This design comes from an exercise in tuning for small area on the open sky130 flow, not from production work. The RTL was checked by simulation tests, not by an equivalence proof against the original design.

==> inputs of v39 <==
## pong_lcd
module pong_lcd
  (
   input wire 	      CLK,
   input wire 	      nRST,
   input wire [7:0]   BUTTONS,
   output wire [4:0]  LCD_R,
   output wire [5:0]  LCD_G,
   output wire [4:0]  LCD_B,
   output wire 	      LCD_HSYNC,
   output wire 	      LCD_VSYNC,
   output wire 	      LCD_DEN,
   output wire [31:0] SEG_HEX_ALL
   );
Settings: LEC_CHECK=0, CAP_MARGIN=20, CORE_MARGIN=2, CORE_UTILIZATION=40, SLEW_MARGIN=20; clock period 10.0 ns.
standard.sh (not shown) runs the stock make flow with config.mk's settings and CLKGATE_MAP_FILE= SYNTH_SCRIPT=/design/flow/synth_recipe.tcl, a recipe that flattens the netlist after the stock synthesis.
==> flow/flow/run.sh <==
#!/bin/bash
# Own flow: the standard synthesis, then the combinational logic between the
# standard synthesis's registers is mapped again by ABC for area (the
# registers, their cells and names are kept as they are), then the standard
# layout from floorplan to finish.
set -euo pipefail
HERE=$(pwd)
R=$HERE/orfs/results/$FLOW_PLATFORM/pong_lcd/base
YOSYS=$(command -v yosys || echo "$FLOW_HOME/../tools/install/yosys/bin/yosys")
LIB=$FLOW_HOME/platforms/$FLOW_PLATFORM/lib/sky130_fd_sc_hd__tt_025C_1v80.lib

bash standard.sh synth > synth.log 2>&1
cp "$R/1_2_yosys.v" "$HERE/std_synth.v"

sed -e "s|@LIB@|$LIB|g" -e "s|@IN@|$HERE/std_synth.v|g" -e "s|@OUT@|$HERE/resyn.v|g" \
    -e "s|@ABC@|$HERE/flow/area.abc|g" flow/resyn.ys > resyn_run.ys
"$YOSYS" -l resyn.log -q resyn_run.ys > resyn.out 2>&1

cp resyn.v "$R/1_2_yosys.v"
rm -f "$R/1_synth.odb" "$R/1_synth.sdc"
bash standard.sh \
  "BUFFER_PORTS_ARGS=-buffer_cell sky130_fd_sc_hd__buf_1" \
  finish > finish.log 2>&1
==> flow/flow/area.abc <==
strash; &get -n; &deepsyn -T 120; &put; &get -n; &dch -f; &nf -R 1000; &put; topo; dnsize
==> flow/flow/resyn.ys <==
# combinational cells as logic, sequential cells kept as they are
read_liberty -ignore_miss_func @LIB@
blackbox sky130_fd_sc_hd__dfxtp_* sky130_fd_sc_hd__dfrtp_* sky130_fd_sc_hd__dfstp_* sky130_fd_sc_hd__edfxtp_* sky130_fd_sc_hd__dfrbp_* sky130_fd_sc_hd__dfsbp_* sky130_fd_sc_hd__dfbbp_* sky130_fd_sc_hd__dfxbp_*
read_verilog @IN@
hierarchy -top pong_lcd
flatten
delete t:$scopeinfo
opt_clean
abc -script @ABC@ -liberty @LIB@ -dont_use sky130_fd_sc_hd__lpflow_* -dont_use sky130_fd_sc_hd__probe*
opt_clean
setundef -zero
splitnets
opt_clean -purge
hilomap -singleton -hicell sky130_fd_sc_hd__conb_1 HI -locell sky130_fd_sc_hd__conb_1 LO
insbuf -buf sky130_fd_sc_hd__buf_1 A X
opt_clean -purge
delete sky130_fd_sc_hd__*
read_liberty -lib -ignore_miss_func @LIB@
stat -liberty @LIB@
write_verilog -noattr -nohex -nodec @OUT@
==> v4 (differences from v39) <==
--- a/flow/design.v
+++ b/flow/design.v
@@ -25,12 +25,12 @@
 		y <= vend ? 9'd502 : y + 9'd1;
 	end
 	else
 		x <= x + 10'd1;
 end
-assign LCD_HSYNC = ~x[9] | (&x[8:0]);                     
-assign LCD_VSYNC = ~(y[8] & y[7]) | (&y[6:0]);            
+assign LCD_HSYNC = ~x[9] | (&x[5:0]);                     
+assign LCD_VSYNC = ~(y[8] & y[7]) | (&y[3:0]);            
 assign LCD_DEN = ~x[9] & ~(x[8] & x[7] & x[6] & x[5]) &   
                  (~y[8] | (~y[7] & ~(y[4] & (|y[3:0]))));  
 assign X = x;
 assign Y = y;
 endmodule
@@ -53,22 +53,31 @@
   pongTimer tmr (.CLK(CLK), .RST_IN(RST_IN), .tick(tick));
   pongRacket rk1 (.CLK(CLK), .RST_IN(RST_IN), .up(BUTTONS[0]), .dn(BUTTONS[1]), .r(r1));
   pongRacket rk2 (.CLK(CLK), .RST_IN(RST_IN), .up(BUTTONS[6]), .dn(BUTTONS[7]), .r(r2));
   pongBall ball (.CLK(CLK), .RST_IN(RST_IN), .tick(tick), .r1(r1), .r2(r2),
                  .bx(bx), .by(by), .inc1(inc1), .inc2(inc2));
-  pongScore sc1 (.CLK(CLK), .RST_IN(RST_IN), .inc(inc1), .score(score1));
-  pongScore sc2 (.CLK(CLK), .RST_IN(RST_IN), .inc(inc2), .score(score2));
+  pongScores sc (.CLK(CLK), .RST_IN(RST_IN), .inc1(inc1), .inc2(inc2), .score1(score1), .score2(score2));
   pongPixel pix (.CLK(CLK), .RST_IN(RST_IN), .DEN(DEN), .X(X), .Y(Y),
                  .r1(r1), .r2(r2), .bx(bx), .by(by), .R(R), .G(G), .B(B));
   assign SEG_HEX_ALL = {8'b0, score1, 8'b0, score2};
 endmodule
 module pongTimer (input wire CLK, input wire RST_IN, output wire tick);
   reg [11:0] cpt;
   assign tick = (cpt == 12'd1198);
   always @(posedge CLK)
     if (RST_IN == 0 || tick) cpt <= 0;
     else cpt <= {cpt[10:0], ~(cpt[11] ^ cpt[10] ^ cpt[9] ^ cpt[3])};
+endmodule
+module pongScores (input wire CLK, input wire RST_IN, input wire inc1, input wire inc2,
+                   output reg [7:0] score1, output reg [7:0] score2);
+  wire [7:0] nx = (inc1 ? score1 : score2) + 8'd1;
+  always @(posedge CLK)
+    if (RST_IN == 0) begin score1 <= 0; score2 <= 0; end
+    else begin
+      if (inc1) score1 <= nx;
+      if (inc2) score2 <= nx;
+    end
 endmodule
 module pongScore (input wire CLK, input wire RST_IN, input wire inc, output reg [7:0] score);
   always @(posedge CLK)
     if (RST_IN == 0) score <= 0;
     else if (inc) score <= score + 8'd1;
@@ -98,38 +107,50 @@
   always @(posedge CLK)
     if (RST_IN == 0) begin r <= 0; s <= 0; end
     else begin
       s <= sn;
       if (r == 0) r <= 1;
-      else if (r == 232) r <= 231;
+      else if (r[7] & r[6] & r[5] & r[3]) r <= 231;    
       else r <= rn;
     end
 endmodule
 module pongBall (input wire CLK, input wire RST_IN, input wire tick, input wire [7:0] r1, input wire [7:0] r2,
                  output reg [8:0] bx, output reg [8:0] by, output wire inc1, output wire inc2);
   reg dirX, dirY;
   wire [7:0] rh = bx[8] ? r2 : r1;
-  wire [8:0] byp = by + 9'd5;
-  wire [8:0] rh40 = rh + 9'd40;
-  wire inr = le10(rh, byp) & le10(byp, rh40);
-  wire hit = inr & (dirX ? (bx == 9'd468) : (bx == 9'd0));
-  assign inc1 = tick & ~hit & dirX & (bx == 9'd473);
-  assign inc2 = tick & ~hit & ~dirX & (bx == 9'd507);
+  wire [9:0] dh = {1'b0, by} + 10'd5 - {2'b0, rh};
+  wire inr = ~dh[9] & (dh[8:0] <= 9'd40);
+  wire bx468 = bx[8] & bx[7] & bx[6] & bx[4] & bx[2] & ~bx[1] & ~bx[0];
+  wire bx473 = bx[8] & bx[7] & bx[6] & bx[4] & bx[3] & bx[0];
+  wire bx507 = bx[8] & bx[7] & bx[6] & bx[5] & ~bx[2];
+  wire bx0 = ~(|bx);
+  wire hit = inr & (dirX ? bx468 : bx0);
+  assign inc1 = tick & ~hit & dirX & bx473;
+  assign inc2 = tick & ~hit & ~dirX & bx507;
+  wire bounceY = dirY ? (by[8] & by[2] & by[0]) : ~(|by);
+  reg [9:0] cx, cy;
+  reg [8:0] bxn, byn;
+  integer i;
+  always @* begin
+    cx[0] = 1'b1; cy[0] = 1'b1;
+    for (i = 0; i < 9; i = i + 1) begin
+      cx[i+1] = cx[i] & ~(bx[i] ^ dirX);
+      cy[i+1] = cy[i] & ~(by[i] ^ dirY);
+      bxn[i] = bx[i] ^ cx[i];
+      byn[i] = by[i] ^ cy[i];
+    end
+  end
   always @(posedge CLK)
     if (RST_IN == 0) begin
       bx <= 9'd234; by <= 9'd131; dirX <= 1'b1; dirY <= 1'b1;
     end else if (tick) begin
       if (hit) dirX <= ~dirX;
-      else if (dirX) bx <= (bx == 9'd473) ? 9'd1 : bx + 9'd1;
-      else bx <= (bx == 9'd507) ? 9'd467 : bx - 9'd1;
-      if (dirY) begin
-        if (by == 9'd261) dirY <= 1'b0;
-        else by <= by + 9'd1;
-      end else begin
-        if (by == 9'd0) dirY <= 1'b1;
-        else by <= by - 9'd1;
-      end
+      else if (inc1) bx <= 9'd1;
+      else if (inc2) bx <= 9'd467;
+      else bx <= bxn;
+      if (bounceY) dirY <= ~dirY;
+      else by <= byn;
     end
   function automatic le10(input [9:0] a, input [9:0] b);
     integer i;
     reg c;
     begin
@@ -141,25 +162,27 @@
   endfunction
 endmodule
 module pongPixel (input wire CLK, input wire RST_IN, input wire DEN, input wire [9:0] X, input wire [8:0] Y,
                   input wire [7:0] r1, input wire [7:0] r2, input wire [8:0] bx, input wire [8:0] by,
                   output wire [4:0] R, output wire [5:0] G, output wire [4:0] B);
-  reg cr, cg, cb;
+  reg cr, cg;    
   wire [7:0] rd_ = X[8] ? r2 : r1;
   wire [8:0] rd39 = rd_ + 9'd39;
   wire [9:0] bx10 = bx + 10'd10;
   wire [8:0] by10 = by + 9'd10;
-  wire gg = ((X == 10'd0) | (X == 10'd478)) & ~le10(Y, rd_) & le10(Y, rd39);
+  wire x478 = X[8] & X[7] & X[6] & X[4] & X[3] & X[2] & X[1] & ~X[0];
+  wire [9:0] dr = {1'b0, Y} - {2'b0, rd_};
+  wire gg = (~(|X[8:0]) | x478) & ~dr[9] & (dr[8:0] >= 9'd1) & (dr[8:0] <= 9'd39);
   wire rd = le10(bx, X[8:0]) & le10(X[8:0], bx10) & le10(by, Y) & le10(Y, by10);
-  wire wh = (Y == 9'd0) | (Y == 9'd271);
-  always @(posedge CLK)
-    if (RST_IN == 0) begin cr <= 0; cg <= 0; cb <= 0; end
+  wire wh = ~(|Y) | (Y[8] & (&Y[3:0]));
+  always @(posedge CLK)
+    if (RST_IN == 0) begin cr <= 0; cg <= 0; end
     else begin
       cr <= DEN & ~gg & (rd | wh);
       cg <= DEN & (gg | (~rd & wh));
-      cb <= DEN & ~gg & ~rd & wh;
-    end
+    end
+  wire cb = cr & cg;
   assign R = {1'b0, {4{cr}}};
   assign G = {6{cg}};
   assign B = {1'b0, {4{cb}}};
   function automatic le10(input [9:0] a, input [9:0] b);
     integer i;
==> flow/flow/run.sh (replaced) <==
#!/bin/bash
# Own flow: the standard synthesis, then the combinational logic between the
# standard synthesis's registers is mapped again by ABC for area (the
# registers, their cells and names are kept as they are; four ABC runs with
# different seeds, the smallest netlist is kept), then the standard layout from
# floorplan to finish, with 1x port buffers and a clock tree of clkbuf_8
# without dummy loads.
set -euo pipefail
HERE=$(pwd)
R=$HERE/orfs/results/$FLOW_PLATFORM/pong_lcd/base
YOSYS=$(command -v yosys || echo "$FLOW_HOME/../tools/install/yosys/bin/yosys")
LIB=$FLOW_HOME/platforms/$FLOW_PLATFORM/lib/sky130_fd_sc_hd__tt_025C_1v80.lib
T=${RESYN_SECONDS:-300}

bash standard.sh synth > synth.log 2>&1
cp "$R/1_2_yosys.v" "$HERE/std_synth.v"

for s in 0 1 2 3; do
  echo "strash; &get -n; &deepsyn -T $T -S $s; &put; &get -n; &dch -f; &nf -R 1000; &put; topo; dnsize" > area_$s.abc
  sed -e "s|@LIB@|$LIB|g" -e "s|@IN@|$HERE/std_synth.v|g" -e "s|@OUT@|$HERE/resyn_$s.v|g" \
      -e "s|@ABC@|$HERE/area_$s.abc|g" flow/resyn.ys > resyn_$s.ys
  "$YOSYS" -l resyn_$s.log -q resyn_$s.ys > resyn_$s.out 2>&1 &
done
wait
best=""; barea=""
for s in 0 1 2 3; do
  a=$(grep "Chip area for module" resyn_$s.log | tail -1 | awk '{print $NF}')
  echo "seed $s: $a" >> resyn_choice.log
  if [[ -n "$a" && -s resyn_$s.v ]] && { [[ -z "$barea" ]] || awk -v a="$a" -v b="$barea" 'BEGIN{exit !(a<b)}'; }; then
    best=$s; barea=$a
  fi
done
echo "kept seed $best ($barea)" >> resyn_choice.log
cp resyn_$best.v "$R/1_2_yosys.v"
rm -f "$R/1_synth.odb" "$R/1_synth.sdc"
bash standard.sh \
  "BUFFER_PORTS_ARGS=-buffer_cell sky130_fd_sc_hd__buf_1" \
  "CTS_ARGS=-sink_clustering_enable -repair_clock_nets -buf_list sky130_fd_sc_hd__clkbuf_8 -dont_use_dummy_load" \
  finish > finish.log 2>&1
CORE_UTILIZATION = 70   (was 40)
removed: flow/flow/area.abc
==> impl_metrics.env <==
export IMPL_status="no timing/DRC/antenna violations"
export IMPL_layout_drive_gt1_share_pct=1.41
export IMPL_n_tap_cell=102
export IMPL_worstHoldStart="myLcdPong.sc.score2[7]"
export IMPL_wl_met2_mm=5.85
export IMPL_fill_cells=605
export IMPL_fmax_ghz=0.213
export IMPL_fin_crit_sh_pct=47.0
That was v4.
==> impl_metrics.env <==
export IMPL_status="no timing/DRC/antenna violations"
export IMPL_worstHoldStart="myLcdPong.sc1.score[7]"
export IMPL_layout_drive_gt1_share_pct=2.24
export IMPL_fin_crit_sh_pct=46.9
export IMPL_fmax_ghz=0.213
export IMPL_fill_cells=1482
That was v39.

[static timing again, ports no longer ideal]
The results above use ideal ports. As a check the final layouts listed here were re-extracted and re-timed, cells and wires unchanged.
Step 1, drivers: a clkbuf_16 drives CLK and a buf_2 each remaining input, both assumed.
Step 2 times the ports against the registers' clock, not the clock port: input delays grow and output delays shrink by t, the midpoint of the rising clock arrivals with the driver on.
Slacks: ideal / step 1 / step 2; pairs: ideal / step 1.
| run | shift t [ns] | setup WS [ns] | worst register clock-pin slew, ns |
|---|---|---|---|
| v39 | 0.397 | 5.313 / 5.334 / 4.937 | 0.08 / 0.08 |
| v4 | 0.399 | 5.301 / 5.311 / 4.911 | 0.12 / 0.12 |
After both steps every run listed still meets setup and hold. The setup slack of v4, which loses most, moves by +0.010 ns with the drivers and by -0.390 ns with both steps.
